Background: an optimization exercise with open tools, aiming at small area, a short achievable clock period and few clock cycles per item. Do not read the settings as production practice. Only simulation tests tie the RTL to the original design; equivalence was not proved.

`flow/config.mk`:
```
export PLATFORM = sky130hd
export DESIGN_NAME = numberAnalyzer
export DESIGN_NICKNAME = numberAnalyzer
export VERILOG_FILES = /design/flow/design.v
export SDC_FILE = /design/flow/constraint.sdc
export NUM_CORES = 4
export LEC_CHECK = 0
export CAP_MARGIN = 20
export CORE_MARGIN = 2
export CORE_UTILIZATION = 60
export PLACE_DENSITY = 0.75
export SLEW_MARGIN = 20
```
`flow/constraint.sdc`:
```
create_clock -name core_clock -period 130.0 [get_ports {clk}]
set_input_delay 26.0000 -clock core_clock [delete_from_list [all_inputs] [get_ports {clk}]]
set_output_delay 26.0000 -clock core_clock [all_outputs]
set_load 0.01 [all_outputs]
```
`flow/design.v`:
```
module isEvenNumber(
	output wire result,
	input wire lsb
);
	assign result = ~lsb;
endmodule
module isFibonacci(
	output wire result,
	input wire [31:0] number
);
	function fib_member(input [31:0] n);
		reg [33:0] a, b, t;
		integer i;
		begin
			fib_member = 1'b0;
			a = 34'd0;
			b = 34'd1;
			for (i = 0; i < 48; i = i + 1) begin
				if ({2'b00, n} == a)
					fib_member = 1'b1;
				t = a + b;
				a = b;
				b = t;
			end
		end
	endfunction
	assign result = fib_member(number);
endmodule
module qstep(input wire p, input wire [4:0] q, output wire [4:0] m, output wire c);
	assign m[0] = q[0] & ~p | q[2] & p;
	assign m[1] = q[0] & p | q[3] & ~p;
	assign m[2] = q[1] & ~p | q[3] & p;
	assign m[3] = q[1] & p | q[4] & ~p;
	assign m[4] = q[2] & ~p | q[4] & p;
	assign c = q[3] | q[4] | q[2] & p;
endmodule
module palFront(
	output wire [49:0] state,
	input wire [31:0] number
);
	wire [4:0] f1_m;
	wire f1_c;
	qstep f1(.p(1'b0), .q({1'b0, 1'b0, 1'b0, 1'b0, 1'b1}), .m(f1_m), .c(f1_c));
	wire [4:0] f2_m;
	wire f2_c;
	qstep f2(.p(number[31]), .q({1'b0, 1'b0, 1'b0, 1'b0, f1_m[0]}), .m(f2_m), .c(f2_c));
	wire [4:0] f3_m;
	wire f3_c;
	qstep f3(.p(number[30]), .q({1'b0, 1'b0, 1'b0, f2_m[1], f2_m[0]}), .m(f3_m), .c(f3_c));
	wire [4:0] f4_m;
	wire f4_c;
	qstep f4(.p(number[29]), .q({1'b0, f3_m[3], f3_m[2], f3_m[1], f3_m[0]}), .m(f4_m), .c(f4_c));
	wire [4:0] f5_m;
	wire f5_c;
	qstep f5(.p(1'b0), .q({1'b0, 1'b0, 1'b0, 1'b0, 1'b1}), .m(f5_m), .c(f5_c));
	wire [4:0] f6_m;
	wire f6_c;
	qstep f6(.p(number[28]), .q({f4_m[4], f4_m[3], f4_m[2], f4_m[1], f4_m[0]}), .m(f6_m), .c(f6_c));
	wire [4:0] f7_m;
	wire f7_c;
	qstep f7(.p(f4_c), .q({1'b0, 1'b0, 1'b0, 1'b0, f5_m[0]}), .m(f7_m), .c(f7_c));
	wire [4:0] f8_m;
	wire f8_c;
	qstep f8(.p(number[27]), .q({f6_m[4], f6_m[3], f6_m[2], f6_m[1], f6_m[0]}), .m(f8_m), .c(f8_c));
	wire [4:0] f9_m;
	wire f9_c;
	qstep f9(.p(f6_c), .q({1'b0, 1'b0, 1'b0, f7_m[1], f7_m[0]}), .m(f9_m), .c(f9_c));
	wire [4:0] f10_m;
	wire f10_c;
	qstep f10(.p(number[26]), .q({f8_m[4], f8_m[3], f8_m[2], f8_m[1], f8_m[0]}), .m(f10_m), .c(f10_c));
	wire [4:0] f11_m;
	wire f11_c;
	qstep f11(.p(f8_c), .q({1'b0, f9_m[3], f9_m[2], f9_m[1], f9_m[0]}), .m(f11_m), .c(f11_c));
	wire [4:0] f12_m;
	wire f12_c;
	qstep f12(.p(1'b0), .q({1'b0, 1'b0, 1'b0, 1'b0, 1'b1}), .m(f12_m), .c(f12_c));
	wire [4:0] f13_m;
	wire f13_c;
	qstep f13(.p(number[25]), .q({f10_m[4], f10_m[3], f10_m[2], f10_m[1], f10_m[0]}), .m(f13_m), .c(f13_c));
	wire [4:0] f14_m;
	wire f14_c;
	qstep f14(.p(f10_c), .q({f11_m[4], f11_m[3], f11_m[2], f11_m[1], f11_m[0]}), .m(f14_m), .c(f14_c));
	wire [4:0] f15_m;
	wire f15_c;
	qstep f15(.p(f11_c), .q({1'b0, 1'b0, 1'b0, 1'b0, f12_m[0]}), .m(f15_m), .c(f15_c));
	wire [4:0] f16_m;
	wire f16_c;
	qstep f16(.p(number[24]), .q({f13_m[4], f13_m[3], f13_m[2], f13_m[1], f13_m[0]}), .m(f16_m), .c(f16_c));
	wire [4:0] f17_m;
	wire f17_c;
	qstep f17(.p(f13_c), .q({f14_m[4], f14_m[3], f14_m[2], f14_m[1], f14_m[0]}), .m(f17_m), .c(f17_c));
	wire [4:0] f18_m;
	wire f18_c;
	qstep f18(.p(f14_c), .q({1'b0, 1'b0, 1'b0, f15_m[1], f15_m[0]}), .m(f18_m), .c(f18_c));
	wire [4:0] f19_m;
	wire f19_c;
	qstep f19(.p(number[23]), .q({f16_m[4], f16_m[3], f16_m[2], f16_m[1], f16_m[0]}), .m(f19_m), .c(f19_c));
	wire [4:0] f20_m;
	wire f20_c;
	qstep f20(.p(f16_c), .q({f17_m[4], f17_m[3], f17_m[2], f17_m[1], f17_m[0]}), .m(f20_m), .c(f20_c));
	wire [4:0] f21_m;
	wire f21_c;
	qstep f21(.p(f17_c), .q({1'b0, 1'b0, f18_m[2], f18_m[1], f18_m[0]}), .m(f21_m), .c(f21_c));
	wire [4:0] f22_m;
	wire f22_c;
	qstep f22(.p(1'b0), .q({1'b0, 1'b0, 1'b0, 1'b0, 1'b1}), .m(f22_m), .c(f22_c));
	wire [4:0] f23_m;
	wire f23_c;
	qstep f23(.p(number[22]), .q({f19_m[4], f19_m[3], f19_m[2], f19_m[1], f19_m[0]}), .m(f23_m), .c(f23_c));
	wire [4:0] f24_m;
	wire f24_c;
	qstep f24(.p(f19_c), .q({f20_m[4], f20_m[3], f20_m[2], f20_m[1], f20_m[0]}), .m(f24_m), .c(f24_c));
	wire [4:0] f25_m;
	wire f25_c;
	qstep f25(.p(f20_c), .q({f21_m[4], f21_m[3], f21_m[2], f21_m[1], f21_m[0]}), .m(f25_m), .c(f25_c));
	wire [4:0] f26_m;
	wire f26_c;
	qstep f26(.p(f21_c), .q({1'b0, 1'b0, 1'b0, 1'b0, f22_m[0]}), .m(f26_m), .c(f26_c));
	wire [4:0] f27_m;
	wire f27_c;
	qstep f27(.p(number[21]), .q({f23_m[4], f23_m[3], f23_m[2], f23_m[1], f23_m[0]}), .m(f27_m), .c(f27_c));
	wire [4:0] f28_m;
	wire f28_c;
	qstep f28(.p(f23_c), .q({f24_m[4], f24_m[3], f24_m[2], f24_m[1], f24_m[0]}), .m(f28_m), .c(f28_c));
	wire [4:0] f29_m;
	wire f29_c;
	qstep f29(.p(f24_c), .q({f25_m[4], f25_m[3], f25_m[2], f25_m[1], f25_m[0]}), .m(f29_m), .c(f29_c));
	wire [4:0] f30_m;
	wire f30_c;
	qstep f30(.p(f25_c), .q({1'b0, 1'b0, 1'b0, f26_m[1], f26_m[0]}), .m(f30_m), .c(f30_c));
	wire [4:0] f31_m;
	wire f31_c;
	qstep f31(.p(number[20]), .q({f27_m[4], f27_m[3], f27_m[2], f27_m[1], f27_m[0]}), .m(f31_m), .c(f31_c));
	wire [4:0] f32_m;
	wire f32_c;
	qstep f32(.p(f27_c), .q({f28_m[4], f28_m[3], f28_m[2], f28_m[1], f28_m[0]}), .m(f32_m), .c(f32_c));
	wire [4:0] f33_m;
	wire f33_c;
	qstep f33(.p(f28_c), .q({f29_m[4], f29_m[3], f29_m[2], f29_m[1], f29_m[0]}), .m(f33_m), .c(f33_c));
	wire [4:0] f34_m;
	wire f34_c;
	qstep f34(.p(f29_c), .q({1'b0, 1'b0, f30_m[2], f30_m[1], f30_m[0]}), .m(f34_m), .c(f34_c));
	wire [4:0] f35_m;
	wire f35_c;
	qstep f35(.p(number[19]), .q({f31_m[4], f31_m[3], f31_m[2], f31_m[1], f31_m[0]}), .m(f35_m), .c(f35_c));
	wire [4:0] f36_m;
	wire f36_c;
	qstep f36(.p(f31_c), .q({f32_m[4], f32_m[3], f32_m[2], f32_m[1], f32_m[0]}), .m(f36_m), .c(f36_c));
	wire [4:0] f37_m;
	wire f37_c;
	qstep f37(.p(f32_c), .q({f33_m[4], f33_m[3], f33_m[2], f33_m[1], f33_m[0]}), .m(f37_m), .c(f37_c));
	wire [4:0] f38_m;
	wire f38_c;
	qstep f38(.p(f33_c), .q({f34_m[4], f34_m[3], f34_m[2], f34_m[1], f34_m[0]}), .m(f38_m), .c(f38_c));
	wire [4:0] f39_m;
	wire f39_c;
	qstep f39(.p(1'b0), .q({1'b0, 1'b0, 1'b0, 1'b0, 1'b1}), .m(f39_m), .c(f39_c));
	wire [4:0] f40_m;
	wire f40_c;
	qstep f40(.p(number[18]), .q({f35_m[4], f35_m[3], f35_m[2], f35_m[1], f35_m[0]}), .m(f40_m), .c(f40_c));
	wire [4:0] f41_m;
	wire f41_c;
	qstep f41(.p(f35_c), .q({f36_m[4], f36_m[3], f36_m[2], f36_m[1], f36_m[0]}), .m(f41_m), .c(f41_c));
	wire [4:0] f42_m;
	wire f42_c;
	qstep f42(.p(f36_c), .q({f37_m[4], f37_m[3], f37_m[2], f37_m[1], f37_m[0]}), .m(f42_m), .c(f42_c));
	wire [4:0] f43_m;
	wire f43_c;
	qstep f43(.p(f37_c), .q({f38_m[4], f38_m[3], f38_m[2], f38_m[1], f38_m[0]}), .m(f43_m), .c(f43_c));
	wire [4:0] f44_m;
	wire f44_c;
	qstep f44(.p(f38_c), .q({1'b0, 1'b0, 1'b0, 1'b0, f39_m[0]}), .m(f44_m), .c(f44_c));
	wire [4:0] f45_m;
	wire f45_c;
	qstep f45(.p(number[17]), .q({f40_m[4], f40_m[3], f40_m[2], f40_m[1], f40_m[0]}), .m(f45_m), .c(f45_c));
	wire [4:0] f46_m;
	wire f46_c;
	qstep f46(.p(f40_c), .q({f41_m[4], f41_m[3], f41_m[2], f41_m[1], f41_m[0]}), .m(f46_m), .c(f46_c));
	wire [4:0] f47_m;
	wire f47_c;
	qstep f47(.p(f41_c), .q({f42_m[4], f42_m[3], f42_m[2], f42_m[1], f42_m[0]}), .m(f47_m), .c(f47_c));
	wire [4:0] f48_m;
	wire f48_c;
	qstep f48(.p(f42_c), .q({f43_m[4], f43_m[3], f43_m[2], f43_m[1], f43_m[0]}), .m(f48_m), .c(f48_c));
	wire [4:0] f49_m;
	wire f49_c;
	qstep f49(.p(f43_c), .q({1'b0, 1'b0, 1'b0, f44_m[1], f44_m[0]}), .m(f49_m), .c(f49_c));
	wire [4:0] f50_m;
	wire f50_c;
	qstep f50(.p(number[16]), .q({f45_m[4], f45_m[3], f45_m[2], f45_m[1], f45_m[0]}), .m(f50_m), .c(f50_c));
	wire [4:0] f51_m;
	wire f51_c;
	qstep f51(.p(f45_c), .q({f46_m[4], f46_m[3], f46_m[2], f46_m[1], f46_m[0]}), .m(f51_m), .c(f51_c));
	wire [4:0] f52_m;
	wire f52_c;
	qstep f52(.p(f46_c), .q({f47_m[4], f47_m[3], f47_m[2], f47_m[1], f47_m[0]}), .m(f52_m), .c(f52_c));
	wire [4:0] f53_m;
	wire f53_c;
	qstep f53(.p(f47_c), .q({f48_m[4], f48_m[3], f48_m[2], f48_m[1], f48_m[0]}), .m(f53_m), .c(f53_c));
	wire [4:0] f54_m;
	wire f54_c;
	qstep f54(.p(f48_c), .q({1'b0, f49_m[3], f49_m[2], f49_m[1], f49_m[0]}), .m(f54_m), .c(f54_c));
	wire [4:0] f55_m;
	wire f55_c;
	qstep f55(.p(1'b0), .q({1'b0, 1'b0, 1'b0, 1'b0, 1'b1}), .m(f55_m), .c(f55_c));
	wire [4:0] f56_m;
	wire f56_c;
	qstep f56(.p(number[15]), .q({f50_m[4], f50_m[3], f50_m[2], f50_m[1], f50_m[0]}), .m(f56_m), .c(f56_c));
	wire [4:0] f57_m;
	wire f57_c;
	qstep f57(.p(f50_c), .q({f51_m[4], f51_m[3], f51_m[2], f51_m[1], f51_m[0]}), .m(f57_m), .c(f57_c));
	wire [4:0] f58_m;
	wire f58_c;
	qstep f58(.p(f51_c), .q({f52_m[4], f52_m[3], f52_m[2], f52_m[1], f52_m[0]}), .m(f58_m), .c(f58_c));
	wire [4:0] f59_m;
	wire f59_c;
	qstep f59(.p(f52_c), .q({f53_m[4], f53_m[3], f53_m[2], f53_m[1], f53_m[0]}), .m(f59_m), .c(f59_c));
	wire [4:0] f60_m;
	wire f60_c;
	qstep f60(.p(f53_c), .q({f54_m[4], f54_m[3], f54_m[2], f54_m[1], f54_m[0]}), .m(f60_m), .c(f60_c));
	wire [4:0] f61_m;
	wire f61_c;
	qstep f61(.p(f54_c), .q({1'b0, 1'b0, 1'b0, 1'b0, f55_m[0]}), .m(f61_m), .c(f61_c));
	wire [4:0] f62_m;
	wire f62_c;
	qstep f62(.p(number[14]), .q({f56_m[4], f56_m[3], f56_m[2], f56_m[1], f56_m[0]}), .m(f62_m), .c(f62_c));
	wire [4:0] f63_m;
	wire f63_c;
	qstep f63(.p(f56_c), .q({f57_m[4], f57_m[3], f57_m[2], f57_m[1], f57_m[0]}), .m(f63_m), .c(f63_c));
	wire [4:0] f64_m;
	wire f64_c;
	qstep f64(.p(f57_c), .q({f58_m[4], f58_m[3], f58_m[2], f58_m[1], f58_m[0]}), .m(f64_m), .c(f64_c));
	wire [4:0] f65_m;
	wire f65_c;
	qstep f65(.p(f58_c), .q({f59_m[4], f59_m[3], f59_m[2], f59_m[1], f59_m[0]}), .m(f65_m), .c(f65_c));
	wire [4:0] f66_m;
	wire f66_c;
	qstep f66(.p(f59_c), .q({f60_m[4], f60_m[3], f60_m[2], f60_m[1], f60_m[0]}), .m(f66_m), .c(f66_c));
	wire [4:0] f67_m;
	wire f67_c;
	qstep f67(.p(f60_c), .q({1'b0, 1'b0, 1'b0, f61_m[1], f61_m[0]}), .m(f67_m), .c(f67_c));
	wire [4:0] f68_m;
	wire f68_c;
	qstep f68(.p(number[13]), .q({f62_m[4], f62_m[3], f62_m[2], f62_m[1], f62_m[0]}), .m(f68_m), .c(f68_c));
	wire [4:0] f69_m;
	wire f69_c;
	qstep f69(.p(f62_c), .q({f63_m[4], f63_m[3], f63_m[2], f63_m[1], f63_m[0]}), .m(f69_m), .c(f69_c));
	wire [4:0] f70_m;
	wire f70_c;
	qstep f70(.p(f63_c), .q({f64_m[4], f64_m[3], f64_m[2], f64_m[1], f64_m[0]}), .m(f70_m), .c(f70_c));
	wire [4:0] f71_m;
	wire f71_c;
	qstep f71(.p(f64_c), .q({f65_m[4], f65_m[3], f65_m[2], f65_m[1], f65_m[0]}), .m(f71_m), .c(f71_c));
	wire [4:0] f72_m;
	wire f72_c;
	qstep f72(.p(f65_c), .q({f66_m[4], f66_m[3], f66_m[2], f66_m[1], f66_m[0]}), .m(f72_m), .c(f72_c));
	wire [4:0] f73_m;
	wire f73_c;
	qstep f73(.p(f66_c), .q({1'b0, 1'b0, f67_m[2], f67_m[1], f67_m[0]}), .m(f73_m), .c(f73_c));
	wire [4:0] f74_m;
	wire f74_c;
	qstep f74(.p(1'b0), .q({1'b0, 1'b0, 1'b0, 1'b0, 1'b1}), .m(f74_m), .c(f74_c));
	wire [4:0] f75_m;
	wire f75_c;
	qstep f75(.p(number[12]), .q({f68_m[4], f68_m[3], f68_m[2], f68_m[1], f68_m[0]}), .m(f75_m), .c(f75_c));
	wire [4:0] f76_m;
	wire f76_c;
	qstep f76(.p(f68_c), .q({f69_m[4], f69_m[3], f69_m[2], f69_m[1], f69_m[0]}), .m(f76_m), .c(f76_c));
	wire [4:0] f77_m;
	wire f77_c;
	qstep f77(.p(f69_c), .q({f70_m[4], f70_m[3], f70_m[2], f70_m[1], f70_m[0]}), .m(f77_m), .c(f77_c));
	wire [4:0] f78_m;
	wire f78_c;
	qstep f78(.p(f70_c), .q({f71_m[4], f71_m[3], f71_m[2], f71_m[1], f71_m[0]}), .m(f78_m), .c(f78_c));
	wire [4:0] f79_m;
	wire f79_c;
	qstep f79(.p(f71_c), .q({f72_m[4], f72_m[3], f72_m[2], f72_m[1], f72_m[0]}), .m(f79_m), .c(f79_c));
	wire [4:0] f80_m;
	wire f80_c;
	qstep f80(.p(f72_c), .q({f73_m[4], f73_m[3], f73_m[2], f73_m[1], f73_m[0]}), .m(f80_m), .c(f80_c));
	wire [4:0] f81_m;
	wire f81_c;
	qstep f81(.p(f73_c), .q({1'b0, 1'b0, 1'b0, 1'b0, f74_m[0]}), .m(f81_m), .c(f81_c));
	assign state = {f81_m[1], f81_m[0], f80_c, f80_m[4], f80_m[3], f80_m[2], f80_m[1], f80_m[0], f79_c, f79_m[4], f79_m[3], f79_m[2], f79_m[1], f79_m[0], f78_c, f78_m[4], f78_m[3], f78_m[2], f78_m[1], f78_m[0], f77_c, f77_m[4], f77_m[3], f77_m[2], f77_m[1], f77_m[0], f76_c, f76_m[4], f76_m[3], f76_m[2], f76_m[1], f76_m[0], f75_c, f75_m[4], f75_m[3], f75_m[2], f75_m[1], f75_m[0], number[11], number[10], number[9], number[8], number[7], number[6], number[5], number[4], number[3], number[2], number[1], number[0]};
endmodule
module palBack(
	output wire result,
	input wire [49:0] state
);
	wire [4:0] b1_m;
	wire b1_c;
	qstep b1(.p(state[11]), .q({state[16], state[15], state[14], state[13], state[12]}), .m(b1_m), .c(b1_c));
	wire [4:0] b2_m;
	wire b2_c;
	qstep b2(.p(state[17]), .q({state[22], state[21], state[20], state[19], state[18]}), .m(b2_m), .c(b2_c));
	wire [4:0] b3_m;
	wire b3_c;
	qstep b3(.p(state[23]), .q({state[28], state[27], state[26], state[25], state[24]}), .m(b3_m), .c(b3_c));
	wire [4:0] b4_m;
	wire b4_c;
	qstep b4(.p(state[29]), .q({state[34], state[33], state[32], state[31], state[30]}), .m(b4_m), .c(b4_c));
	wire [4:0] b5_m;
	wire b5_c;
	qstep b5(.p(state[35]), .q({state[40], state[39], state[38], state[37], state[36]}), .m(b5_m), .c(b5_c));
	wire [4:0] b6_m;
	wire b6_c;
	qstep b6(.p(state[41]), .q({state[46], state[45], state[44], state[43], state[42]}), .m(b6_m), .c(b6_c));
	wire [4:0] b7_m;
	wire b7_c;
	qstep b7(.p(state[47]), .q({1'b0, 1'b0, 1'b0, state[49], state[48]}), .m(b7_m), .c(b7_c));
	wire [4:0] b8_m;
	wire b8_c;
	qstep b8(.p(state[10]), .q({b1_m[4], b1_m[3], b1_m[2], b1_m[1], b1_m[0]}), .m(b8_m), .c(b8_c));
	wire [4:0] b9_m;
	wire b9_c;
	qstep b9(.p(b1_c), .q({b2_m[4], b2_m[3], b2_m[2], b2_m[1], b2_m[0]}), .m(b9_m), .c(b9_c));
	wire [4:0] b10_m;
	wire b10_c;
	qstep b10(.p(b2_c), .q({b3_m[4], b3_m[3], b3_m[2], b3_m[1], b3_m[0]}), .m(b10_m), .c(b10_c));
	wire [4:0] b11_m;
	wire b11_c;
	qstep b11(.p(b3_c), .q({b4_m[4], b4_m[3], b4_m[2], b4_m[1], b4_m[0]}), .m(b11_m), .c(b11_c));
	wire [4:0] b12_m;
	wire b12_c;
	qstep b12(.p(b4_c), .q({b5_m[4], b5_m[3], b5_m[2], b5_m[1], b5_m[0]}), .m(b12_m), .c(b12_c));
	wire [4:0] b13_m;
	wire b13_c;
	qstep b13(.p(b5_c), .q({b6_m[4], b6_m[3], b6_m[2], b6_m[1], b6_m[0]}), .m(b13_m), .c(b13_c));
	wire [4:0] b14_m;
	wire b14_c;
	qstep b14(.p(b6_c), .q({1'b0, 1'b0, b7_m[2], b7_m[1], b7_m[0]}), .m(b14_m), .c(b14_c));
	wire [4:0] b15_m;
	wire b15_c;
	qstep b15(.p(state[9]), .q({b8_m[4], b8_m[3], b8_m[2], b8_m[1], b8_m[0]}), .m(b15_m), .c(b15_c));
	wire [4:0] b16_m;
	wire b16_c;
	qstep b16(.p(b8_c), .q({b9_m[4], b9_m[3], b9_m[2], b9_m[1], b9_m[0]}), .m(b16_m), .c(b16_c));
	wire [4:0] b17_m;
	wire b17_c;
	qstep b17(.p(b9_c), .q({b10_m[4], b10_m[3], b10_m[2], b10_m[1], b10_m[0]}), .m(b17_m), .c(b17_c));
	wire [4:0] b18_m;
	wire b18_c;
	qstep b18(.p(b10_c), .q({b11_m[4], b11_m[3], b11_m[2], b11_m[1], b11_m[0]}), .m(b18_m), .c(b18_c));
	wire [4:0] b19_m;
	wire b19_c;
	qstep b19(.p(b11_c), .q({b12_m[4], b12_m[3], b12_m[2], b12_m[1], b12_m[0]}), .m(b19_m), .c(b19_c));
	wire [4:0] b20_m;
	wire b20_c;
	qstep b20(.p(b12_c), .q({b13_m[4], b13_m[3], b13_m[2], b13_m[1], b13_m[0]}), .m(b20_m), .c(b20_c));
	wire [4:0] b21_m;
	wire b21_c;
	qstep b21(.p(b13_c), .q({b14_m[4], b14_m[3], b14_m[2], b14_m[1], b14_m[0]}), .m(b21_m), .c(b21_c));
	wire [4:0] b22_m;
	wire b22_c;
	qstep b22(.p(1'b0), .q({1'b0, 1'b0, 1'b0, 1'b0, 1'b1}), .m(b22_m), .c(b22_c));
	wire [4:0] b23_m;
	wire b23_c;
	qstep b23(.p(state[8]), .q({b15_m[4], b15_m[3], b15_m[2], b15_m[1], b15_m[0]}), .m(b23_m), .c(b23_c));
	wire [4:0] b24_m;
	wire b24_c;
	qstep b24(.p(b15_c), .q({b16_m[4], b16_m[3], b16_m[2], b16_m[1], b16_m[0]}), .m(b24_m), .c(b24_c));
	wire [4:0] b25_m;
	wire b25_c;
	qstep b25(.p(b16_c), .q({b17_m[4], b17_m[3], b17_m[2], b17_m[1], b17_m[0]}), .m(b25_m), .c(b25_c));
	wire [4:0] b26_m;
	wire b26_c;
	qstep b26(.p(b17_c), .q({b18_m[4], b18_m[3], b18_m[2], b18_m[1], b18_m[0]}), .m(b26_m), .c(b26_c));
	wire [4:0] b27_m;
	wire b27_c;
	qstep b27(.p(b18_c), .q({b19_m[4], b19_m[3], b19_m[2], b19_m[1], b19_m[0]}), .m(b27_m), .c(b27_c));
	wire [4:0] b28_m;
	wire b28_c;
	qstep b28(.p(b19_c), .q({b20_m[4], b20_m[3], b20_m[2], b20_m[1], b20_m[0]}), .m(b28_m), .c(b28_c));
	wire [4:0] b29_m;
	wire b29_c;
	qstep b29(.p(b20_c), .q({b21_m[4], b21_m[3], b21_m[2], b21_m[1], b21_m[0]}), .m(b29_m), .c(b29_c));
	wire [4:0] b30_m;
	wire b30_c;
	qstep b30(.p(b21_c), .q({1'b0, 1'b0, 1'b0, 1'b0, b22_m[0]}), .m(b30_m), .c(b30_c));
	wire [4:0] b31_m;
	wire b31_c;
	qstep b31(.p(state[7]), .q({b23_m[4], b23_m[3], b23_m[2], b23_m[1], b23_m[0]}), .m(b31_m), .c(b31_c));
	wire [4:0] b32_m;
	wire b32_c;
	qstep b32(.p(b23_c), .q({b24_m[4], b24_m[3], b24_m[2], b24_m[1], b24_m[0]}), .m(b32_m), .c(b32_c));
	wire [4:0] b33_m;
	wire b33_c;
	qstep b33(.p(b24_c), .q({b25_m[4], b25_m[3], b25_m[2], b25_m[1], b25_m[0]}), .m(b33_m), .c(b33_c));
	wire [4:0] b34_m;
	wire b34_c;
	qstep b34(.p(b25_c), .q({b26_m[4], b26_m[3], b26_m[2], b26_m[1], b26_m[0]}), .m(b34_m), .c(b34_c));
	wire [4:0] b35_m;
	wire b35_c;
	qstep b35(.p(b26_c), .q({b27_m[4], b27_m[3], b27_m[2], b27_m[1], b27_m[0]}), .m(b35_m), .c(b35_c));
	wire [4:0] b36_m;
	wire b36_c;
	qstep b36(.p(b27_c), .q({b28_m[4], b28_m[3], b28_m[2], b28_m[1], b28_m[0]}), .m(b36_m), .c(b36_c));
	wire [4:0] b37_m;
	wire b37_c;
	qstep b37(.p(b28_c), .q({b29_m[4], b29_m[3], b29_m[2], b29_m[1], b29_m[0]}), .m(b37_m), .c(b37_c));
	wire [4:0] b38_m;
	wire b38_c;
	qstep b38(.p(b29_c), .q({1'b0, 1'b0, 1'b0, b30_m[1], b30_m[0]}), .m(b38_m), .c(b38_c));
	wire [4:0] b39_m;
	wire b39_c;
	qstep b39(.p(state[6]), .q({b31_m[4], b31_m[3], b31_m[2], b31_m[1], b31_m[0]}), .m(b39_m), .c(b39_c));
	wire [4:0] b40_m;
	wire b40_c;
	qstep b40(.p(b31_c), .q({b32_m[4], b32_m[3], b32_m[2], b32_m[1], b32_m[0]}), .m(b40_m), .c(b40_c));
	wire [4:0] b41_m;
	wire b41_c;
	qstep b41(.p(b32_c), .q({b33_m[4], b33_m[3], b33_m[2], b33_m[1], b33_m[0]}), .m(b41_m), .c(b41_c));
	wire [4:0] b42_m;
	wire b42_c;
	qstep b42(.p(b33_c), .q({b34_m[4], b34_m[3], b34_m[2], b34_m[1], b34_m[0]}), .m(b42_m), .c(b42_c));
	wire [4:0] b43_m;
	wire b43_c;
	qstep b43(.p(b34_c), .q({b35_m[4], b35_m[3], b35_m[2], b35_m[1], b35_m[0]}), .m(b43_m), .c(b43_c));
	wire [4:0] b44_m;
	wire b44_c;
	qstep b44(.p(b35_c), .q({b36_m[4], b36_m[3], b36_m[2], b36_m[1], b36_m[0]}), .m(b44_m), .c(b44_c));
	wire [4:0] b45_m;
	wire b45_c;
	qstep b45(.p(b36_c), .q({b37_m[4], b37_m[3], b37_m[2], b37_m[1], b37_m[0]}), .m(b45_m), .c(b45_c));
	wire [4:0] b46_m;
	wire b46_c;
	qstep b46(.p(b37_c), .q({1'b0, b38_m[3], b38_m[2], b38_m[1], b38_m[0]}), .m(b46_m), .c(b46_c));
	wire [4:0] b47_m;
	wire b47_c;
	qstep b47(.p(1'b0), .q({1'b0, 1'b0, 1'b0, 1'b0, 1'b1}), .m(b47_m), .c(b47_c));
	wire [4:0] b48_m;
	wire b48_c;
	qstep b48(.p(state[5]), .q({b39_m[4], b39_m[3], b39_m[2], b39_m[1], b39_m[0]}), .m(b48_m), .c(b48_c));
	wire [4:0] b49_m;
	wire b49_c;
	qstep b49(.p(b39_c), .q({b40_m[4], b40_m[3], b40_m[2], b40_m[1], b40_m[0]}), .m(b49_m), .c(b49_c));
	wire [4:0] b50_m;
	wire b50_c;
	qstep b50(.p(b40_c), .q({b41_m[4], b41_m[3], b41_m[2], b41_m[1], b41_m[0]}), .m(b50_m), .c(b50_c));
	wire [4:0] b51_m;
	wire b51_c;
	qstep b51(.p(b41_c), .q({b42_m[4], b42_m[3], b42_m[2], b42_m[1], b42_m[0]}), .m(b51_m), .c(b51_c));
	wire [4:0] b52_m;
	wire b52_c;
	qstep b52(.p(b42_c), .q({b43_m[4], b43_m[3], b43_m[2], b43_m[1], b43_m[0]}), .m(b52_m), .c(b52_c));
	wire [4:0] b53_m;
	wire b53_c;
	qstep b53(.p(b43_c), .q({b44_m[4], b44_m[3], b44_m[2], b44_m[1], b44_m[0]}), .m(b53_m), .c(b53_c));
	wire [4:0] b54_m;
	wire b54_c;
	qstep b54(.p(b44_c), .q({b45_m[4], b45_m[3], b45_m[2], b45_m[1], b45_m[0]}), .m(b54_m), .c(b54_c));
	wire [4:0] b55_m;
	wire b55_c;
	qstep b55(.p(b45_c), .q({b46_m[4], b46_m[3], b46_m[2], b46_m[1], b46_m[0]}), .m(b55_m), .c(b55_c));
	wire [4:0] b56_m;
	wire b56_c;
	qstep b56(.p(b46_c), .q({1'b0, 1'b0, 1'b0, 1'b0, b47_m[0]}), .m(b56_m), .c(b56_c));
	wire [4:0] b57_m;
	wire b57_c;
	qstep b57(.p(state[4]), .q({b48_m[4], b48_m[3], b48_m[2], b48_m[1], b48_m[0]}), .m(b57_m), .c(b57_c));
	wire [4:0] b58_m;
	wire b58_c;
	qstep b58(.p(b48_c), .q({b49_m[4], b49_m[3], b49_m[2], b49_m[1], b49_m[0]}), .m(b58_m), .c(b58_c));
	wire [4:0] b59_m;
	wire b59_c;
	qstep b59(.p(b49_c), .q({b50_m[4], b50_m[3], b50_m[2], b50_m[1], b50_m[0]}), .m(b59_m), .c(b59_c));
	wire [4:0] b60_m;
	wire b60_c;
	qstep b60(.p(b50_c), .q({b51_m[4], b51_m[3], b51_m[2], b51_m[1], b51_m[0]}), .m(b60_m), .c(b60_c));
	wire [4:0] b61_m;
	wire b61_c;
	qstep b61(.p(b51_c), .q({b52_m[4], b52_m[3], b52_m[2], b52_m[1], b52_m[0]}), .m(b61_m), .c(b61_c));
	wire [4:0] b62_m;
	wire b62_c;
	qstep b62(.p(b52_c), .q({b53_m[4], b53_m[3], b53_m[2], b53_m[1], b53_m[0]}), .m(b62_m), .c(b62_c));
	wire [4:0] b63_m;
	wire b63_c;
	qstep b63(.p(b53_c), .q({b54_m[4], b54_m[3], b54_m[2], b54_m[1], b54_m[0]}), .m(b63_m), .c(b63_c));
	wire [4:0] b64_m;
	wire b64_c;
	qstep b64(.p(b54_c), .q({b55_m[4], b55_m[3], b55_m[2], b55_m[1], b55_m[0]}), .m(b64_m), .c(b64_c));
	wire [4:0] b65_m;
	wire b65_c;
	qstep b65(.p(b55_c), .q({1'b0, 1'b0, 1'b0, b56_m[1], b56_m[0]}), .m(b65_m), .c(b65_c));
	wire [4:0] b66_m;
	wire b66_c;
	qstep b66(.p(state[3]), .q({b57_m[4], b57_m[3], b57_m[2], b57_m[1], b57_m[0]}), .m(b66_m), .c(b66_c));
	wire [4:0] b67_m;
	wire b67_c;
	qstep b67(.p(b57_c), .q({b58_m[4], b58_m[3], b58_m[2], b58_m[1], b58_m[0]}), .m(b67_m), .c(b67_c));
	wire [4:0] b68_m;
	wire b68_c;
	qstep b68(.p(b58_c), .q({b59_m[4], b59_m[3], b59_m[2], b59_m[1], b59_m[0]}), .m(b68_m), .c(b68_c));
	wire [4:0] b69_m;
	wire b69_c;
	qstep b69(.p(b59_c), .q({b60_m[4], b60_m[3], b60_m[2], b60_m[1], b60_m[0]}), .m(b69_m), .c(b69_c));
	wire [4:0] b70_m;
	wire b70_c;
	qstep b70(.p(b60_c), .q({b61_m[4], b61_m[3], b61_m[2], b61_m[1], b61_m[0]}), .m(b70_m), .c(b70_c));
	wire [4:0] b71_m;
	wire b71_c;
	qstep b71(.p(b61_c), .q({b62_m[4], b62_m[3], b62_m[2], b62_m[1], b62_m[0]}), .m(b71_m), .c(b71_c));
	wire [4:0] b72_m;
	wire b72_c;
	qstep b72(.p(b62_c), .q({b63_m[4], b63_m[3], b63_m[2], b63_m[1], b63_m[0]}), .m(b72_m), .c(b72_c));
	wire [4:0] b73_m;
	wire b73_c;
	qstep b73(.p(b63_c), .q({b64_m[4], b64_m[3], b64_m[2], b64_m[1], b64_m[0]}), .m(b73_m), .c(b73_c));
	wire [4:0] b74_m;
	wire b74_c;
	qstep b74(.p(b64_c), .q({1'b0, 1'b0, b65_m[2], b65_m[1], b65_m[0]}), .m(b74_m), .c(b74_c));
	wire [4:0] b75_m;
	wire b75_c;
	qstep b75(.p(1'b0), .q({1'b0, 1'b0, 1'b0, 1'b0, 1'b1}), .m(b75_m), .c(b75_c));
	wire [4:0] b76_m;
	wire b76_c;
	qstep b76(.p(state[2]), .q({b66_m[4], b66_m[3], b66_m[2], b66_m[1], b66_m[0]}), .m(b76_m), .c(b76_c));
	wire [4:0] b77_m;
	wire b77_c;
	qstep b77(.p(b66_c), .q({b67_m[4], b67_m[3], b67_m[2], b67_m[1], b67_m[0]}), .m(b77_m), .c(b77_c));
	wire [4:0] b78_m;
	wire b78_c;
	qstep b78(.p(b67_c), .q({b68_m[4], b68_m[3], b68_m[2], b68_m[1], b68_m[0]}), .m(b78_m), .c(b78_c));
	wire [4:0] b79_m;
	wire b79_c;
	qstep b79(.p(b68_c), .q({b69_m[4], b69_m[3], b69_m[2], b69_m[1], b69_m[0]}), .m(b79_m), .c(b79_c));
	wire [4:0] b80_m;
	wire b80_c;
	qstep b80(.p(b69_c), .q({b70_m[4], b70_m[3], b70_m[2], b70_m[1], b70_m[0]}), .m(b80_m), .c(b80_c));
	wire [4:0] b81_m;
	wire b81_c;
	qstep b81(.p(b70_c), .q({b71_m[4], b71_m[3], b71_m[2], b71_m[1], b71_m[0]}), .m(b81_m), .c(b81_c));
	wire [4:0] b82_m;
	wire b82_c;
	qstep b82(.p(b71_c), .q({b72_m[4], b72_m[3], b72_m[2], b72_m[1], b72_m[0]}), .m(b82_m), .c(b82_c));
	wire [4:0] b83_m;
	wire b83_c;
	qstep b83(.p(b72_c), .q({b73_m[4], b73_m[3], b73_m[2], b73_m[1], b73_m[0]}), .m(b83_m), .c(b83_c));
	wire [4:0] b84_m;
	wire b84_c;
	qstep b84(.p(b73_c), .q({b74_m[4], b74_m[3], b74_m[2], b74_m[1], b74_m[0]}), .m(b84_m), .c(b84_c));
	wire [4:0] b85_m;
	wire b85_c;
	qstep b85(.p(b74_c), .q({1'b0, 1'b0, 1'b0, 1'b0, b75_m[0]}), .m(b85_m), .c(b85_c));
	wire [4:0] b86_m;
	wire b86_c;
	qstep b86(.p(state[1]), .q({b76_m[4], b76_m[3], b76_m[2], b76_m[1], b76_m[0]}), .m(b86_m), .c(b86_c));
	wire [4:0] b87_m;
	wire b87_c;
	qstep b87(.p(b76_c), .q({b77_m[4], b77_m[3], b77_m[2], b77_m[1], b77_m[0]}), .m(b87_m), .c(b87_c));
	wire [4:0] b88_m;
	wire b88_c;
	qstep b88(.p(b77_c), .q({b78_m[4], b78_m[3], b78_m[2], b78_m[1], b78_m[0]}), .m(b88_m), .c(b88_c));
	wire [4:0] b89_m;
	wire b89_c;
	qstep b89(.p(b78_c), .q({b79_m[4], b79_m[3], b79_m[2], b79_m[1], b79_m[0]}), .m(b89_m), .c(b89_c));
	wire [4:0] b90_m;
	wire b90_c;
	qstep b90(.p(b79_c), .q({b80_m[4], b80_m[3], b80_m[2], b80_m[1], b80_m[0]}), .m(b90_m), .c(b90_c));
	wire [4:0] b91_m;
	wire b91_c;
	qstep b91(.p(b80_c), .q({b81_m[4], b81_m[3], b81_m[2], b81_m[1], b81_m[0]}), .m(b91_m), .c(b91_c));
	wire [4:0] b92_m;
	wire b92_c;
	qstep b92(.p(b81_c), .q({b82_m[4], b82_m[3], b82_m[2], b82_m[1], b82_m[0]}), .m(b92_m), .c(b92_c));
	wire [4:0] b93_m;
	wire b93_c;
	qstep b93(.p(b82_c), .q({b83_m[4], b83_m[3], b83_m[2], b83_m[1], b83_m[0]}), .m(b93_m), .c(b93_c));
	wire [4:0] b94_m;
	wire b94_c;
	qstep b94(.p(b83_c), .q({b84_m[4], b84_m[3], b84_m[2], b84_m[1], b84_m[0]}), .m(b94_m), .c(b94_c));
	wire [4:0] b95_m;
	wire b95_c;
	qstep b95(.p(b84_c), .q({1'b0, 1'b0, 1'b0, b85_m[1], b85_m[0]}), .m(b95_m), .c(b95_c));
	wire [9:0] z;
	assign z[0] = ~state[0] & b86_m[0];
	assign z[1] = ~b86_c & b87_m[0];
	assign z[2] = ~b87_c & b88_m[0];
	assign z[3] = ~b88_c & b89_m[0];
	assign z[4] = ~b89_c & b90_m[0];
	assign z[5] = ~b90_c & b91_m[0];
	assign z[6] = ~b91_c & b92_m[0];
	assign z[7] = ~b92_c & b93_m[0];
	assign z[8] = ~b93_c & b94_m[0];
	assign z[9] = ~b94_c & b95_m[0];
	wire [10:2] s;
	assign s[2] = ((state[0] ~^ b86_c) & (b86_m[0] & b87_m[0] | b86_m[1] & b87_m[1] | b86_m[2] & b87_m[2] | b86_m[3] & b87_m[3] | b86_m[4] & b87_m[4]));
	assign s[3] = ((state[0] ~^ b87_c) & (b86_m[0] & b88_m[0] | b86_m[1] & b88_m[1] | b86_m[2] & b88_m[2] | b86_m[3] & b88_m[3] | b86_m[4] & b88_m[4]));
	assign s[4] = ((state[0] ~^ b88_c) & (b86_m[0] & b89_m[0] | b86_m[1] & b89_m[1] | b86_m[2] & b89_m[2] | b86_m[3] & b89_m[3] | b86_m[4] & b89_m[4])) & ((b86_c ~^ b87_c) & (b87_m[0] & b88_m[0] | b87_m[1] & b88_m[1] | b87_m[2] & b88_m[2] | b87_m[3] & b88_m[3] | b87_m[4] & b88_m[4]));
	assign s[5] = ((state[0] ~^ b89_c) & (b86_m[0] & b90_m[0] | b86_m[1] & b90_m[1] | b86_m[2] & b90_m[2] | b86_m[3] & b90_m[3] | b86_m[4] & b90_m[4])) & ((b86_c ~^ b88_c) & (b87_m[0] & b89_m[0] | b87_m[1] & b89_m[1] | b87_m[2] & b89_m[2] | b87_m[3] & b89_m[3] | b87_m[4] & b89_m[4]));
	assign s[6] = ((state[0] ~^ b90_c) & (b86_m[0] & b91_m[0] | b86_m[1] & b91_m[1] | b86_m[2] & b91_m[2] | b86_m[3] & b91_m[3] | b86_m[4] & b91_m[4])) & ((b86_c ~^ b89_c) & (b87_m[0] & b90_m[0] | b87_m[1] & b90_m[1] | b87_m[2] & b90_m[2] | b87_m[3] & b90_m[3] | b87_m[4] & b90_m[4])) & ((b87_c ~^ b88_c) & (b88_m[0] & b89_m[0] | b88_m[1] & b89_m[1] | b88_m[2] & b89_m[2] | b88_m[3] & b89_m[3] | b88_m[4] & b89_m[4]));
	assign s[7] = ((state[0] ~^ b91_c) & (b86_m[0] & b92_m[0] | b86_m[1] & b92_m[1] | b86_m[2] & b92_m[2] | b86_m[3] & b92_m[3] | b86_m[4] & b92_m[4])) & ((b86_c ~^ b90_c) & (b87_m[0] & b91_m[0] | b87_m[1] & b91_m[1] | b87_m[2] & b91_m[2] | b87_m[3] & b91_m[3] | b87_m[4] & b91_m[4])) & ((b87_c ~^ b89_c) & (b88_m[0] & b90_m[0] | b88_m[1] & b90_m[1] | b88_m[2] & b90_m[2] | b88_m[3] & b90_m[3] | b88_m[4] & b90_m[4]));
	assign s[8] = ((state[0] ~^ b92_c) & (b86_m[0] & b93_m[0] | b86_m[1] & b93_m[1] | b86_m[2] & b93_m[2] | b86_m[3] & b93_m[3] | b86_m[4] & b93_m[4])) & ((b86_c ~^ b91_c) & (b87_m[0] & b92_m[0] | b87_m[1] & b92_m[1] | b87_m[2] & b92_m[2] | b87_m[3] & b92_m[3] | b87_m[4] & b92_m[4])) & ((b87_c ~^ b90_c) & (b88_m[0] & b91_m[0] | b88_m[1] & b91_m[1] | b88_m[2] & b91_m[2] | b88_m[3] & b91_m[3] | b88_m[4] & b91_m[4])) & ((b88_c ~^ b89_c) & (b89_m[0] & b90_m[0] | b89_m[1] & b90_m[1] | b89_m[2] & b90_m[2] | b89_m[3] & b90_m[3] | b89_m[4] & b90_m[4]));
	assign s[9] = ((state[0] ~^ b93_c) & (b86_m[0] & b94_m[0] | b86_m[1] & b94_m[1] | b86_m[2] & b94_m[2] | b86_m[3] & b94_m[3] | b86_m[4] & b94_m[4])) & ((b86_c ~^ b92_c) & (b87_m[0] & b93_m[0] | b87_m[1] & b93_m[1] | b87_m[2] & b93_m[2] | b87_m[3] & b93_m[3] | b87_m[4] & b93_m[4])) & ((b87_c ~^ b91_c) & (b88_m[0] & b92_m[0] | b88_m[1] & b92_m[1] | b88_m[2] & b92_m[2] | b88_m[3] & b92_m[3] | b88_m[4] & b92_m[4])) & ((b88_c ~^ b90_c) & (b89_m[0] & b91_m[0] | b89_m[1] & b91_m[1] | b89_m[2] & b91_m[2] | b89_m[3] & b91_m[3] | b89_m[4] & b91_m[4]));
	assign s[10] = ((state[0] ~^ b94_c) & (b86_m[0] & b95_m[0] | b86_m[1] & b95_m[1] | b86_m[2] & b95_m[2])) & ((b86_c ~^ b93_c) & (b87_m[0] & b94_m[0] | b87_m[1] & b94_m[1] | b87_m[2] & b94_m[2] | b87_m[3] & b94_m[3] | b87_m[4] & b94_m[4])) & ((b87_c ~^ b92_c) & (b88_m[0] & b93_m[0] | b88_m[1] & b93_m[1] | b88_m[2] & b93_m[2] | b88_m[3] & b93_m[3] | b88_m[4] & b93_m[4])) & ((b88_c ~^ b91_c) & (b89_m[0] & b92_m[0] | b89_m[1] & b92_m[1] | b89_m[2] & b92_m[2] | b89_m[3] & b92_m[3] | b89_m[4] & b92_m[4])) & ((b89_c ~^ b90_c) & (b90_m[0] & b91_m[0] | b90_m[1] & b91_m[1] | b90_m[2] & b91_m[2] | b90_m[3] & b91_m[3] | b90_m[4] & b91_m[4]));
	function pal(input [9:0] z, input [10:2] s);
		integer k;
		begin
			pal = 1'b1;
			for (k = 2; k <= 10; k = k + 1)
				if (!z[k - 1])
					pal = s[k];
		end
	endfunction
	assign result = pal(z, s);
endmodule
module numberAnalyzer(isEven, isFibonacci, isPalindrome, stuckStateEven, stuckStateFibonacci, stuckStatePalindrome, inp, reset, go_i, clk);
	output isEven;
	output isFibonacci;
	output isPalindrome;
	output[1:0] stuckStateEven;
	output[3:0] stuckStateFibonacci;
	output[3:0] stuckStatePalindrome;
	input[31:0] inp;
	input reset;
	input go_i;
	input clk;
	wire fib_w;
	wire [49:0] pal_w;
	isFibonacci ifn(fib_w, inp);
	palFront pf(pal_w, inp);
	reg done;
	reg fib_r;
	reg [49:0] pal_s;
	always @(posedge clk) begin
		done <= ~reset & ~done & go_i;
		fib_r <= fib_w;
		pal_s <= pal_w;
	end
	wire even_r, pal_r;
	isEvenNumber ien(even_r, pal_s[0]);
	palBack pb(pal_r, pal_s);
	assign isEven = done & even_r;
	assign isFibonacci = done & fib_r;
	assign isPalindrome = done & pal_r;
	assign stuckStateEven = {done, done & ~even_r};
	assign stuckStateFibonacci = {done & ~fib_r, {3{done & fib_r}}};
	assign stuckStatePalindrome = {done & pal_r, {2{done & ~pal_r}}, done & pal_r};
endmodule
```
`flow/flow/run.sh`:
```
#!/bin/bash
# Own layout flow: the standard synthesis with an area-oriented ABC script
# (a copy of ORFS's scripts whose ABC script is flow/area.abc; every other
# synthesis step, and so every register and its name, is as standard), then the
# combinational logic is mapped once more with the same script (flip-flops kept
# as they are: same instances, names and cells), then the standard layout
# from that netlist with 1x port buffers and a setup repair margin.  Each tool's
# output goes to a log of its own here.
set -euo pipefail
W=$PWD
F=$W/flow
P=${FLOW_PLATFORM:-sky130hd}
R=$W/orfs/results/$P/numberAnalyzer/base
LOGS=$W/orfs/logs/$P/numberAnalyzer/base
YOSYS=${YOSYS_EXE:-$FLOW_HOME/../tools/install/yosys/bin/yosys}
[[ -x $YOSYS ]] || YOSYS=yosys

# 1. standard synthesis, ABC script replaced
rm -rf $W/scripts_area
cp -r $FLOW_HOME/scripts $W/scripts_area
cp $F/area.abc $W/scripts_area/abc_speed.script
cp $F/area.abc $W/scripts_area/abc_area.script
bash standard.sh SCRIPTS_DIR=$W/scripts_area synth > $W/flow_synth.log 2>&1

# 2. re-map the combinational logic
cp $R/1_2_yosys.v $W/synth_1_2_yosys.v
printf 'set_driving_cell sky130_fd_sc_hd__buf_1\nset_load 5\n' > $W/remap.constr
export REMAP_IN=$W/synth_1_2_yosys.v
export REMAP_OUT=$W/remap_1_2_yosys.v
export REMAP_LIB=$FLOW_HOME/platforms/$P/lib/sky130_fd_sc_hd__tt_025C_1v80.lib
export REMAP_ABC=$F/area.abc
export REMAP_CONSTR=$W/remap.constr
export REMAP_TOP=$FLOW_TOP
export REMAP_DONTUSE="$(grep -o -- '-dont_use [^ ]*' $LOGS/1_2_yosys.log | sed 's/-dont_use //' | sort -u | tr '\n' ' ')"
$YOSYS -c $F/remap.tcl > $W/flow_remap.log 2>&1
cp $REMAP_OUT $R/1_2_yosys.v
rm -f $R/1_synth.odb $R/1_synth.sdc

# 3. standard layout from the re-mapped netlist
bash standard.sh BUFFER_PORTS_ARGS="-buffer_cell sky130_fd_sc_hd__buf_1" SETUP_SLACK_MARGIN=90 > $W/flow_layout.log 2>&1
```
`flow/flow/area.abc`:
```
strash
dc2
dch -f
amap -m
topo
stime -c
```
`flow/flow/remap.tcl`:
```
# Re-map the combinational logic of a synthesized netlist with an area-oriented ABC script.
# Flip-flop instances are kept as they are (same names and cell types).
# env: REMAP_IN, REMAP_OUT, REMAP_LIB, REMAP_ABC (script), REMAP_DONTUSE (list), REMAP_TOP
yosys -import
set lib $::env(REMAP_LIB)
read_liberty -ignore_miss_func $lib
# sequential cells stay as instances
read_verilog -defer $::env(REMAP_IN)
hierarchy -top $::env(REMAP_TOP)
setattr -mod -set keep_hierarchy 1 {=t:$_*FF*} %m
flatten
opt_clean -purge
set du {}
foreach c $::env(REMAP_DONTUSE) { lappend du -dont_use $c }
abc -script $::env(REMAP_ABC) -liberty $lib {*}$du -constr $::env(REMAP_CONSTR)
opt_clean -purge
setundef -zero
splitnets
opt_clean -purge
# nets named after the flattened cells' pins
yosys rename -hide w:*.*
hilomap -singleton -hicell sky130_fd_sc_hd__conb_1 HI -locell sky130_fd_sc_hd__conb_1 LO
insbuf -buf sky130_fd_sc_hd__buf_4 A X
opt_clean -purge
select -module $::env(REMAP_TOP)
tee -o $::env(REMAP_OUT).stat stat -liberty $lib
write_verilog -noattr -nohex -nodec -selected $::env(REMAP_OUT)
```
`flow/standard.sh`:
```
#!/bin/bash
# synth_recipe.tcl (not shown) runs the flow's synth.tcl, then flattens the netlist and writes it again
# the make line also repeats each setting of config.mk as NAME=value (left out here)
make -C /OpenROAD-flow-scripts/flow DESIGN_CONFIG=/design/flow/config.mk WORK_HOME=/design/flow/orfs CLKGATE_MAP_FILE= SYNTH_SCRIPT=/design/flow/synth_recipe.tcl "${@:-finish}"
```
==> impl_metrics.sql, run 1 <==
INSERT INTO impl_metrics (metric_group, metric, value, unit) VALUES
('outcome', 'outcome', 'finished clean', ''),
('critical_path', 'worstPathArrival', '8.96', 'ns'),
('floorplanning', 'fp-row-count', '48', ''),
('floorplanning', 'fp.dieH', '137', 'um'),
('drt', 'final_antenna_net_count', '0', ''),
('clocking', 'clk_pin_slew', '0.07', 'ns'),
('synthesis', 'synth_area', '0.0106', 'mm^2'),
('drt', 'first_iter_violations', '1363', ''),
('timing', 'finalHoldWorstSlack', '0.714', 'ns'),
('placed_design', 'numPortBuffers', '47', ''),
('critical_path', 'timing.critical_path.required', '104.00', 'ns'),
('global_route', 'via_count_of_the_first_global_routing_pass', '12987', ''),
('timing', 'period_share', '26.9', '%'),
('floorplanning', 'initial_core_util', '61.3', '%'),
('clocking', 'tritoncts.num_buffers', '5', ''),
('global_route', 'grtUsageTotal', '36.1', '%'),
('timing', 'unrepaired_setup_endpoints_after_global_routing', 'false', ''),
('critical_path', 'endpoint_kind', 'output port', ''),
('clocking', 'htreeDepth', '2', ''),
('cells_and_area', 'area_growth', '5.73', '%'),
('timing', 'slew-limit-headroom', '21.5', '%'),
('drt', 'drt_pre_antenna_iters', '9', ''),
('clocking', 'cts_sink_count', '52', ''),
('timing', 'worst-slew-pin-transition', '1.18', 'ns'),
('global_route', 'antenna_violations_before_repair', '0', ''),
('critical_path', 'critical_path.startpoint_type', 'flop', ''),
('cells_and_area', 'n_antenna_cell', '0', ''),
('placed_design', 'place_congestion', '1.11', ''),
('critical_path', 'cp_common_cell', 'sky130_fd_sc_hd__nor2_1', ''),
('timing', 'hold_violations', '0', ''),
('synthesis', 'synth.avg_cell_area', '5.41', 'um^2'),
('clocking', 'clkLatencyLatePin', '0.29', 'ns'),
('global_route', 'grt_max_degree', '18', ''),
('floorplanning', 'top_level_ports', '48', ''),
('flow_run', 'timing.max_cap.violations', '0', ''),
('drt', 'totalWireLength', '34.8', 'mm'),
('clocking', 'postCtsSetupRepairBufs', '0', ''),
('clocking', 'clk_root_buffer_cell', 'sky130_fd_sc_hd__clkbuf_16', ''),
('timing', 'setup_tns', '0', 'ns'),
('cells_and_area', 'proportion_of_layout_cells_with_a_drive_suffix_above_1', '0.599', '%'),
('clocking', 'max-clock-path-buffers', '2', ''),
('timing', 'maxSlewViolCount', '0', ''),
('hold_path', 'min_path_type', 'flop to flop', ''),
('floorplanning', 'die_area', '0.0187', 'mm^2'),
('timing', 'finClkSkew', '0', 'ns'),
('clocking', 'holdBufCountCts', '0', ''),
('cells_and_area', 'nets', '2039', ''),
('placed_design', 'post-dp-hpwl', '27.2', 'mm'),
('critical_path', 'path_class', 'flop to output port', ''),
('timing', 'finalSetupViolations', '0', ''),
('critical_path', 'slowest_stage', 'sky130_fd_sc_hd__a211oi_1', ''),
('critical_path', 'largest_stage_delay_on_the_critical_path', '0.64', 'ns'),
('clocking', 'cts_tree', 'yes', ''),
('drt', 'remaining_drc_errors', '0', ''),
('critical_path', 'critical_path.max_fanout', '7', ''),
('drt', 'via_count', '14958', ''),
('timing', 'timing.final.crit_period', '34.96', 'ns'),
('synthesis', 'mappedNetlistNets', '1989', ''),
('drt', 'wire_per_inst', '15.6', 'um'),
('clocking', 'cts_repair_resize_count', '0', ''),
('floorplanning', 'core_area', '0.0172', 'mm^2'),
('timing', 'max_freq', '0.0286', 'GHz'),
('drt', 'viasPerCell', '6.71', ''),
('global_route', 'overflow', '0', ''),
('synthesis', 'yosys_warnings', '3', ''),
('floorplanning', 'die_w', '137', 'um'),
('global_route', 'wire_length_of_the_first_global_routing_pass', '57.1', 'mm'),
('synthesis', 'synthCells', '1954', '');
through the flow:
step                instances  cell area [um^2]  util (%)  setup slack [ns]
global route             2230             11200      64.8             93.89
finish                   2230             11200      64.8             95.04
detailed placement       2221             11000      63.7             95.52
global placement         2221             11000      63.7             95.83
CTS                      2229             11200      64.7             95.16
floorplan                1954             10600         -             96.67
path summary, 6_finish.rpt:
kind / start / endpoint / slack, ns / cells after the start
max: pal_s[11] / stuckStatePalindrome[0] / 95.04 / 30
min: done / done / 0.71 / 3
max reg2reg: done / done / 129.05 / 3
min reg2reg: done / done / 0.71 / 3
cell usage in the layout, fill, tap and decap left out, types with 12 or more instances in the layout:
cell and n:
sky130_fd_sc_hd__nor2b_1 12, sky130_fd_sc_hd__buf_1 47, sky130_fd_sc_hd__nand2_1 132, sky130_fd_sc_hd__o211ai_1 13, sky130_fd_sc_hd__nor3_1 113, sky130_fd_sc_hd__nor2_1 459
sky130_fd_sc_hd__nand3_1 29, sky130_fd_sc_hd__dfxtp_1 52, sky130_fd_sc_hd__o22a_1 34, sky130_fd_sc_hd__or3_1 28, sky130_fd_sc_hd__a21oi_1 167, sky130_fd_sc_hd__clkinv_1 260
sky130_fd_sc_hd__o21ai_0 97, sky130_fd_sc_hd__nand4_1 26, sky130_fd_sc_hd__o22ai_1 401, sky130_fd_sc_hd__nor4_1 32
worst max-delay path: cells and delay by family (launching register included):
family / cells / cell delay [ns]
flip-flops: 1 / 0.37
buffers and inverters: 5 / 1.29
AND/OR/NAND/NOR: 15 / 4.15
AO/OA/AOI/OAI: 10 / 2.85
flip-flops by register name, indices dropped and copies added (netlist names):
name   count
pal_s     50
fib_r      1
done       1
layout make-up:
cell class	count	area [um^2]
tap	225	282
inverter	260	976
clock buffer	5	125
multi-input combinational	1635	8500
sequential	52	1040
clock inverter	3	46.3
fill	1640	6070
timing repair buffer	50	199
metal layers:
metal / share of wire [%] / track usage, % / up-vias
met5: 0 / 0 / -
met3: 7.1 / 5.07 / 163
li1: - / - / 7487
met1: 41 / 41.7 / 6606
met4: 4.9 / 17.8 / 0
met2: 47 / 64.8 / 702
Testbench counts, summed over its fixed seeds: cycles 4,800, items 2,400.
==> run 2, diff against run 1 <==
--- a/flow/flow/run.sh
+++ b/flow/flow/run.sh
@@ -38,3 +38,3 @@
 
 # 3. standard layout from the re-mapped netlist
-bash standard.sh BUFFER_PORTS_ARGS="-buffer_cell sky130_fd_sc_hd__buf_1" SETUP_SLACK_MARGIN=90 > $W/flow_layout.log 2>&1
+bash standard.sh BUFFER_PORTS_ARGS="-buffer_cell sky130_fd_sc_hd__buf_1" SETUP_SLACK_MARGIN=96 > $W/flow_layout.log 2>&1
==> impl_metrics.sql, run 2 <==
INSERT INTO impl_metrics (metric_group, metric, value, unit) VALUES
('outcome', 'outcome', 'finished clean', ''),
('cells_and_area', 'final.fill_count', '1527', ''),
('critical_path', 'crit-reg2reg-launch', 'done', ''),
('cells_and_area', 'register_area', '0.00104', 'mm^2'),
('cells_and_area', 'area_occupied_by_multi_input_gates', '0.00910', 'mm^2'),
('global_route', 'overflow', '0', ''),
('cells_and_area', 'proportion_of_layout_cells_with_a_drive_suffix_above_1', '6.30', '%'),
('placed_design', 'post-dp-hpwl', '27.2', 'mm'),
('drt', 'viasPerCell', '6.81', ''),
('floorplanning', 'fp-row-count', '48', ''),
('floorplanning', 'fp.dieH', '137', 'um'),
('timing', 'period_share', '25.8', '%'),
('cells_and_area', 'layout_commonest_cell', 'sky130_fd_sc_hd__nor2_1', ''),
('floorplanning', 'die_area', '0.0187', 'mm^2'),
('clocking', 'clkLatencyLatePin', '0.29', 'ns'),
('clocking', 'cts_tree', 'yes', ''),
('cells_and_area', 'final_util', '68.8', '%'),
('clocking', 'max-clock-path-buffers', '2', ''),
('clocking', 'holdBufCountCts', '0', ''),
('critical_path', 'cp_common_cell', 'sky130_fd_sc_hd__clkinv_1', ''),
('critical_path', 'timing.critical_path.from', 'pal_s[17]', ''),
('timing', 'slew-limit-headroom', '16.7', '%'),
('clocking', 'clk_pin_slew', '0.07', 'ns'),
('synthesis', 'mappedNetlistNets', '1989', ''),
('hold_path', 'timing.hold.worst_path_depth', '3', ''),
('floorplanning', 'initial_core_util', '61.3', '%'),
('cells_and_area', 'nets', '2049', ''),
('global_route', 'grtUsageTotal', '36.5', '%'),
('global_route', 'grt_max_degree', '18', ''),
('floorplanning', 'die_w', '137', 'um'),
('critical_path', 'worstPathArrival', '7.54', 'ns'),
('hold_path', 'min_path_type', 'flop to flop', '');
==> run 2: how the worst max path moves through the flow <==
stage                     cells after the start                      end  slack [ns]
after global routing                         36             isPalindrome       95.85
after detailed placement                     30  stuckStatePalindrome[0]       95.52
final                                        36  stuckStatePalindrome[0]       96.46
after global placement                       30             isPalindrome       95.83
after CTS                                    33  stuckStatePalindrome[0]       96.02
after floorplan                              31  stuckStatePalindrome[0]       96.67
==> run 2: critical path, delay by kind of cell (launching register included) <==
family | cells | cell delay, ns
AO/OA/AOI/OAI | 17 | 3.50
AND/OR/NAND/NOR | 10 | 1.87
buffers and inverters | 9 | 1.45
flip-flops | 1 | 0.43
==> run 2: per-stage QoR <==
stage	cells	hold WS [ns]	setup WS, ns	area [um^2]
6_report	2240	0.719	96.46	11900
3_5_place_dp	2221	0.712	95.52	11000
4_1_cts	2229	0.728	96.02	11300
3_3_place_gp	2221	0.702	95.83	11000
2_1_floorplan	1954	0.538	96.67	10600
5_1_grt	2240	0.760	95.85	11900
==> run 2: what timing repair did <==
item / CTS / global route
pin swaps: 0 / 9
setup endpoints to repair: 5 / 18
gates resized for setup: 24 / 118
setup buffers: 0 / 10
==> run 2: cell type report <==
cell class	count	share of cell area, %
Sequential cell	52	8.78
Multi-Input combinational cell	1635	76.8
Inverter	260	8.27
Clock buffer	5	1.06
Clock inverter	3	0.391
Timing Repair Buffer	60	2.31
Tap cell	225	2.38
==> run 2: per-layer routing <==
layer | vias up | share of wire (%) | track usage [%]
li1 | 7486 | - | -
met1 | 6810 | 40 | 42.0
met2 | 756 | 48 | 65.4
met3 | 197 | 6.9 | 5.44
met4 | 0 | 4.9 | 18.1
met5 | - | 0 | 0

## port drivers added, routing unchanged
How much do the figures lean on ideal ports? The routed layouts below were timed once more, with nothing changed but the port constraints. Step 1: set_driving_cell puts a clkbuf_16 on clk and a buf_2 on each other input, an assumption about the parent block. Step 2, shift: input delay + t, output delay - t, t = (earliest + latest rising clock arrival at the registers) / 2. This alone moves slack from input paths to output paths. Slacks: ideal / step 1 / step 2; pairs: ideal / step 1.
run	t (ns)	setup WS [ns]	hold WS [ns]	worst setup path at the end	slew at the worst register clock pin (ns)
run 1	0.325	95.043 / 95.007 / 95.331	0.714 / 0.714 / 0.714	register to output	0.07 / 0.07
run 2	0.326	96.460 / 96.423 / 96.481	0.719 / 0.719 / 0.719	input to register	0.07 / 0.07
After both steps every run listed still meets setup and hold.
